This design comes from an exercise in tuning for small area on the open sky130 flow, not from production work. The RTL was checked by simulation tests, not by an equivalence proof against the original design. Power is estimated from default activity; no workload was simulated.

==> flow/design.v <==
`timescale 1ns / 1ps
module cpu(
    input clk,
    input reset,
    input  [46:0] instr,    
    output [9:0]  pc,
    output        dwe,      
    output [4:0]  dwaddr,
    output [31:0] dwdata
);
localparam LOAD = 4'd1, INCR = 4'd2, DECR = 4'd3, CHCKPOL = 4'd4, FINDSTRT = 4'd5,
           JMPF = 4'd6, JMP = 4'd7, CMPR = 4'd8, WRTRES = 4'd9;
wire [4:0] op_in = instr[46:42];
wire       op_ok = ~op_in[4] & ~(op_in[3] & (op_in[2] | op_in[1]));
reg  [3:0]  op1, op2;
reg  [36:0] p1, p2;
always @(posedge clk) begin
    op1 <= (op_ok & ~reset) ? op_in[3:0] : 4'd0;
    op2 <= reset ? 4'd0 : op1;
    p1  <= {instr[36:5], instr[43] ? instr[41:37] : instr[4:0]};
    p2  <= p1;
end
reg  [31:0] mem [0:31];
reg  [31:0] big;             
reg        we3, take3;
reg [4:0]  waddr3;
reg [31:0] data3;
reg         rst_d;
always @(posedge clk)
    rst_d <= reset;
wire [31:0] wd     = data3;
wire        wd_big = |data3[31:5];
genvar w;
generate
    for (w = 0; w < 32; w = w + 1) begin : g_mem
        wire en = rst_d | (we3 & (waddr3 == w));
        always @(posedge clk)
            if (en) begin
                mem[w] <= wd;
                big[w] <= wd_big;
            end
    end
endgenerate
genvar b;
wire [4:0] ra1 = p2[36:32];
wire [4:0] ra2 = p2[26:22];
wire [4:0] ra3 = p2[16:12];
wire [31:0] s1, s2, s3;
genvar w2;
generate
    for (w2 = 0; w2 < 32; w2 = w2 + 1) begin : g_sel
        assign s1[w2] = (ra1 == w2);
        assign s2[w2] = (ra2 == w2);
        assign s3[w2] = (ra3 == w2);
    end
endgenerate
wire [31:0] col [0:32];
generate
    for (b = 0; b < 32; b = b + 1) begin : g_col
        for (w2 = 0; w2 < 32; w2 = w2 + 1) begin : g_w
            assign col[b][w2] = mem[w2][b];
        end
    end
    for (w2 = 0; w2 < 32; w2 = w2 + 1) begin : g_wbig
        assign col[32][w2] = big[w2];
    end
endgenerate
wire [31:0] A, B;
wire [4:0]  C;
wire        bigC;
generate
    for (b = 0; b < 32; b = b + 1) begin : g_rd
        rd_or32 u_a (.s(s1), .d(col[b]), .y(A[b]));
        rd_or32 u_b (.s(s2), .d(col[b]), .y(B[b]));
        if (b < 5) begin : g_c
            rd_or32 u_c (.s(s3), .d(col[b]), .y(C[b]));
        end
    end
endgenerate
rd_or32 u_bigc (.s(s3), .d(col[32]), .y(bigC));
wire bigB   = |B[31:5];
wire sel_ab, sel_ac;
bitsel32 u_selab (.a(A), .i(B[4:0]), .y(sel_ab));
bitsel32 u_selac (.a(A), .i(C),      .y(sel_ac));
wire bit_ab = ~bigB & sel_ab;
wire bit_ac = ~bigC & sel_ac;
wire is_inc  = (op2 == INCR);
wire is_dec  = (op2 == DECR);
wire is_wr   = (op2 == WRTRES);
wire a_le_b;
cmple32 u_cmp (.a(A), .b(B), .le(a_le_b));
wire [31:0] incdec;
incdec32 u_incdec (.a(A), .dec(is_dec), .y(incdec));
reg flag_f, flag_is_pol;
always @(posedge clk) begin
    if (reset) begin
        flag_f      <= 1'b0;
        flag_is_pol <= 1'b1;
    end else begin
        if (op2 == FINDSTRT) flag_f <= bit_ab;
        if (op2 == CMPR)     flag_f <= a_le_b;
        if (op2 == CHCKPOL && bit_ab != bit_ac) flag_is_pol <= 1'b0;
    end
end
wire d3_id   = (is_inc | is_dec) & ~reset;
wire d3_zero = is_wr | reset;
wire d3_pol  = is_wr & flag_is_pol & ~reset;
always @(posedge clk) begin
    we3    <= ~reset & (op2 == LOAD || is_inc || is_dec || is_wr);
    take3  <= ~reset & (op2 == JMP || (op2 == JMPF && flag_f));
    waddr3 <= p2[36:32];
    data3  <= d3_id   ? incdec :
              d3_zero ? {31'd0, d3_pol} :
                        p2[31:0];
end
reg [9:0] pc_r;
always @(posedge clk)
    if (reset)
        pc_r <= 10'd0;
    else if (take3)
        pc_r <= {data3[4:0], waddr3};
    else
        pc_r <= pc_r + 10'd1;
assign pc     = pc_r;
assign dwe    = we3;
assign dwaddr = waddr3;
assign dwdata = data3;
endmodule
module rd_or32(input [31:0] s, input [31:0] d, output y);
wire [9:0] g;
genvar i;
generate
    for (i = 0; i < 10; i = i + 1) begin : g_aoi
        rd_aoi222 u (.a0(s[3*i]), .b0(d[3*i]), .a1(s[3*i+1]), .b1(d[3*i+1]),
                     .a2(s[3*i+2]), .b2(d[3*i+2]), .y(g[i]));
    end
endgenerate
wire h0, h1, h2, h;
rd_nand4 u_n0 (.a(g[0]), .b(g[1]), .c(g[2]), .d(g[3]), .y(h0));
rd_nand4 u_n1 (.a(g[4]), .b(g[5]), .c(g[6]), .d(g[7]), .y(h1));
rd_nand2 u_n2 (.a(g[8]), .b(g[9]), .y(h2));
rd_or3 u_or (.a(h0), .b(h1), .c(h2), .y(h));
rd_ao221 u_last (.a0(s[30]), .b0(d[30]), .a1(s[31]), .b1(d[31]), .c(h), .y(y));
endmodule
module rd_aoi222(input a0, b0, a1, b1, a2, b2, output y);
assign y = ~((a0 & b0) | (a1 & b1) | (a2 & b2));
endmodule
module rd_ao221(input a0, b0, a1, b1, c, output y);
assign y = (a0 & b0) | (a1 & b1) | c;
endmodule
module rd_or3(input a, b, c, output y);
assign y = a | b | c;
endmodule
module rd_nand2(input a, b, output y);
assign y = ~(a & b);
endmodule
module rd_nand4(input a, b, c, d, output y);
assign y = ~(a & b & c & d);
endmodule
module incdec32(input [31:0] a, input dec, output [31:0] y);
wire [31:0] x, nx;       
wire [32:0] k;           
wire [3:0]  all;         
wire [3:0]  cin;
genvar i;
generate
    for (i = 0; i < 32; i = i + 1) begin : g_x
        if (i % 2 == 0) begin : g_e
            g_xor2 u_x (.a(a[i]), .b(dec), .y(x[i]));
        end else begin : g_o
            g_xnor2 u_x (.a(a[i]), .b(dec), .y(nx[i]));
            assign x[i] = ~nx[i];
        end
    end
    for (i = 0; i < 4; i = i + 1) begin : g_blk
        wire n0, n1;
        g_nand4 u_n0 (.a(x[8*i]), .b(x[8*i+1]), .c(x[8*i+2]), .d(x[8*i+3]), .y(n0));
        g_nand4 u_n1 (.a(x[8*i+4]), .b(x[8*i+5]), .c(x[8*i+6]), .d(x[8*i+7]), .y(n1));
        g_nor2 u_all (.a(n0), .b(n1), .y(all[i]));
    end
endgenerate
assign cin[0] = 1'b1;
assign cin[1] = all[0];
assign cin[2] = all[0] & all[1];
assign cin[3] = all[0] & all[1] & all[2];
generate
    for (i = 0; i < 32; i = i + 1) begin : g_c
        if (i % 8 == 0) begin : g_start
            assign k[i] = cin[i/8];
        end
        if (i == 0) begin : g_0
            g_xnor2 u_c (.a(a[0]), .b(dec), .y(k[1]));
            assign y[0] = ~a[0];
        end else if (i % 2 == 0) begin : g_e
            g_nand2 u_c (.a(k[i]), .b(x[i]), .y(k[i+1]));
            g_xor2 u_y (.a(a[i]), .b(k[i]), .y(y[i]));
        end else begin : g_o
            if (i % 8 != 7) begin : g_n
                g_nor2 u_c (.a(k[i]), .b(nx[i]), .y(k[i+1]));
            end
            g_xnor2 u_y (.a(a[i]), .b(k[i]), .y(y[i]));
        end
    end
endgenerate
endmodule
module cmple32(input [31:0] a, input [31:0] b, output le);
wire [31:0] na;
wire [3:0]  gen;         
wire [3:1]  pass;        
genvar i, j;
generate
    for (i = 0; i < 32; i = i + 1) begin : g_na
        g_inv u (.a(a[i]), .y(na[i]));
    end
    for (i = 0; i < 4; i = i + 1) begin : g_blk
        wire [8:0] c;
        wire [3:0] np;
        for (j = 0; j < 8; j = j + 1) begin : g_bit
            if (j == 0 && i == 0) begin : g_0
                g_or2 u (.a(b[0]), .b(na[0]), .y(c[1]));
            end else if (j == 0) begin : g_z
                g_and2 u (.a(b[8*i]), .b(na[8*i]), .y(c[1]));
            end else begin : g_m
                g_maj3 u (.a(b[8*i+j]), .b(na[8*i+j]), .c(c[j]), .y(c[j+1]));
            end
        end
        if (i > 0) begin : g_pass
            for (j = 0; j < 4; j = j + 1) begin : g_p
                g_oai22 u (.a0(b[8*i+2*j]), .a1(na[8*i+2*j]), .b0(b[8*i+2*j+1]), .b1(na[8*i+2*j+1]), .y(np[j]));
            end
            assign pass[i] = ~|np;
        end
        assign gen[i]  = c[8];
    end
endgenerate
wire c8  = gen[0];
wire c16 = gen[1] | (pass[1] & c8);
wire c24 = gen[2] | (pass[2] & c16);
assign le = gen[3] | (pass[3] & c24);
endmodule
module g_and2(input a, b, output y);
assign y = a & b;
endmodule
module g_oai22(input a0, a1, b0, b1, output y);
assign y = ~((a0 | a1) & (b0 | b1));
endmodule
module g_inv(input a, output y);
assign y = ~a;
endmodule
module g_or2(input a, b, output y);
assign y = a | b;
endmodule
module g_maj3(input a, b, c, output y);
assign y = (a & b) | (a & c) | (b & c);
endmodule
module bitsel32(input [31:0] a, input [4:0] i, output y);
wire [7:0] l1;
wire [1:0] l2;
genvar j;
generate
    for (j = 0; j < 8; j = j + 1) begin : g_l1
        g_mux4 u (.d(a[4*j+3:4*j]), .s(i[1:0]), .y(l1[j]));
    end
    for (j = 0; j < 2; j = j + 1) begin : g_l2
        g_mux4 u (.d(l1[4*j+3:4*j]), .s(i[3:2]), .y(l2[j]));
    end
endgenerate
assign y = i[4] ? l2[1] : l2[0];
endmodule
module g_mux4(input [3:0] d, input [1:0] s, output y);
assign y = d[s];
endmodule
module g_xor2(input a, b, output y);
assign y = a ^ b;
endmodule
module g_xnor2(input a, b, output y);
assign y = ~(a ^ b);
endmodule
module g_nand2(input a, b, output y);
assign y = ~(a & b);
endmodule
module g_nor2(input a, b, output y);
assign y = ~(a | b);
endmodule
module g_nand4(input a, b, c, d, output y);
assign y = ~(a & b & c & d);
endmodule
export LEC_CHECK = 0
export CAP_MARGIN = 5
export CORE_MARGIN = 2
export CORE_UTILIZATION = 60
export SLEW_MARGIN = 5
export SYNTH_HIERARCHICAL = 1
create_clock -name core_clock -period 8.0 [get_ports {clk}]
standard.sh (not shown) runs the stock make flow with config.mk's settings and CLKGATE_MAP_FILE= SYNTH_SCRIPT=/design/flow/synth_recipe.tcl, a recipe that flattens the netlist after the stock synthesis.
==> flow/flow/run.sh <==
#!/bin/bash
# Standard ORFS layout (the standard.sh), with these changes:
#  - CTS with larger sink clusters, clkbuf_16 only, and no dummy loads
#  - port buffers of the smallest buffer cell
set -euo pipefail
CTS_ARGS="-sink_clustering_enable -repair_clock_nets -dont_use_dummy_load -sink_clustering_size 30 -sink_clustering_max_diameter 80 -buf_list sky130_fd_sc_hd__clkbuf_16"
bash standard.sh "CTS_ARGS=$CTS_ARGS" \
  "BUFFER_PORTS_ARGS=-buffer_cell sky130_fd_sc_hd__buf_1" \
  finish > make_finish.log 2>&1
Rerun with:
--- a/flow/design.v
+++ b/flow/design.v
@@ -87,8 +87,6 @@
 wire is_inc  = (op2 == INCR);
 wire is_dec  = (op2 == DECR);
 wire is_wr   = (op2 == WRTRES);
-wire a_le_b;
-cmple32 u_cmp (.a(A), .b(B), .le(a_le_b));
 wire [31:0] incdec;
 incdec32 u_incdec (.a(A), .dec(is_dec), .y(incdec));
 reg flag_f, flag_is_pol;
@@ -98,7 +96,7 @@
         flag_is_pol <= 1'b1;
     end else begin
         if (op2 == FINDSTRT) flag_f <= bit_ab;
-        if (op2 == CMPR)     flag_f <= a_le_b;
+        if (op2 == CMPR)     flag_f <= (A <= B);
         if (op2 == CHCKPOL && bit_ab != bit_ac) flag_is_pol <= 1'b0;
     end
 end
@@ -203,56 +201,6 @@
     end
 endgenerate
 endmodule
-module cmple32(input [31:0] a, input [31:0] b, output le);
-wire [31:0] na;
-wire [3:0]  gen;         
-wire [3:1]  pass;        
-genvar i, j;
-generate
-    for (i = 0; i < 32; i = i + 1) begin : g_na
-        g_inv u (.a(a[i]), .y(na[i]));
-    end
-    for (i = 0; i < 4; i = i + 1) begin : g_blk
-        wire [8:0] c;
-        wire [3:0] np;
-        for (j = 0; j < 8; j = j + 1) begin : g_bit
-            if (j == 0 && i == 0) begin : g_0
-                g_or2 u (.a(b[0]), .b(na[0]), .y(c[1]));
-            end else if (j == 0) begin : g_z
-                g_and2 u (.a(b[8*i]), .b(na[8*i]), .y(c[1]));
-            end else begin : g_m
-                g_maj3 u (.a(b[8*i+j]), .b(na[8*i+j]), .c(c[j]), .y(c[j+1]));
-            end
-        end
-        if (i > 0) begin : g_pass
-            for (j = 0; j < 4; j = j + 1) begin : g_p
-                g_oai22 u (.a0(b[8*i+2*j]), .a1(na[8*i+2*j]), .b0(b[8*i+2*j+1]), .b1(na[8*i+2*j+1]), .y(np[j]));
-            end
-            assign pass[i] = ~|np;
-        end
-        assign gen[i]  = c[8];
-    end
-endgenerate
-wire c8  = gen[0];
-wire c16 = gen[1] | (pass[1] & c8);
-wire c24 = gen[2] | (pass[2] & c16);
-assign le = gen[3] | (pass[3] & c24);
-endmodule
-module g_and2(input a, b, output y);
-assign y = a & b;
-endmodule
-module g_oai22(input a0, a1, b0, b1, output y);
-assign y = ~((a0 | a1) & (b0 | b1));
-endmodule
-module g_inv(input a, output y);
-assign y = ~a;
-endmodule
-module g_or2(input a, b, output y);
-assign y = a | b;
-endmodule
-module g_maj3(input a, b, c, output y);
-assign y = (a & b) | (a & c) | (b & c);
-endmodule
 module bitsel32(input [31:0] a, input [4:0] i, output y);
 wire [7:0] l1;
 wire [1:0] l2;
Utilization drops by 0.15 points.
Wire length decreases by 3.3%.
Synthesized cell count rises by about 0.5%.
Total power rises by about 0.46%.
Cell area barely changes.
Worst setup slack gets better by 1.0 ns.
Clock-buffer cell count stays the same.
Synthesized area increases by 0.45%.

[what the ideal ports hide]
The results above use ideal ports. As a check the final layouts listed here were re-extracted and re-timed, cells and wires unchanged. Step 1, drivers: a clkbuf_16 drives clk and a buf_2 each remaining input, both assumed. Step 2 moves the port delays by t, midway between the first and last clock arrival at a register: inputs arrive t later, outputs are due t later. That takes back most of the time a late clock gives input paths. Slacks: ideal / step 1 / step 2; pairs: ideal / step 1.
run | t, ns | setup WS [ns] | clock arrival spread, ns | worst register clock-pin slew, ns | worst data-port slew with drivers (ns)
the first run | 0.703 | 1.289 / 1.289 / 1.289 | 0.098 / 0.099 | 0.12 / 0.12 | 0.08
the second run | 0.721 | 2.335 / 2.335 / 2.335 | 0.087 / 0.087 | 0.12 / 0.12 | 0.04
After both steps every run listed still meets setup and hold.
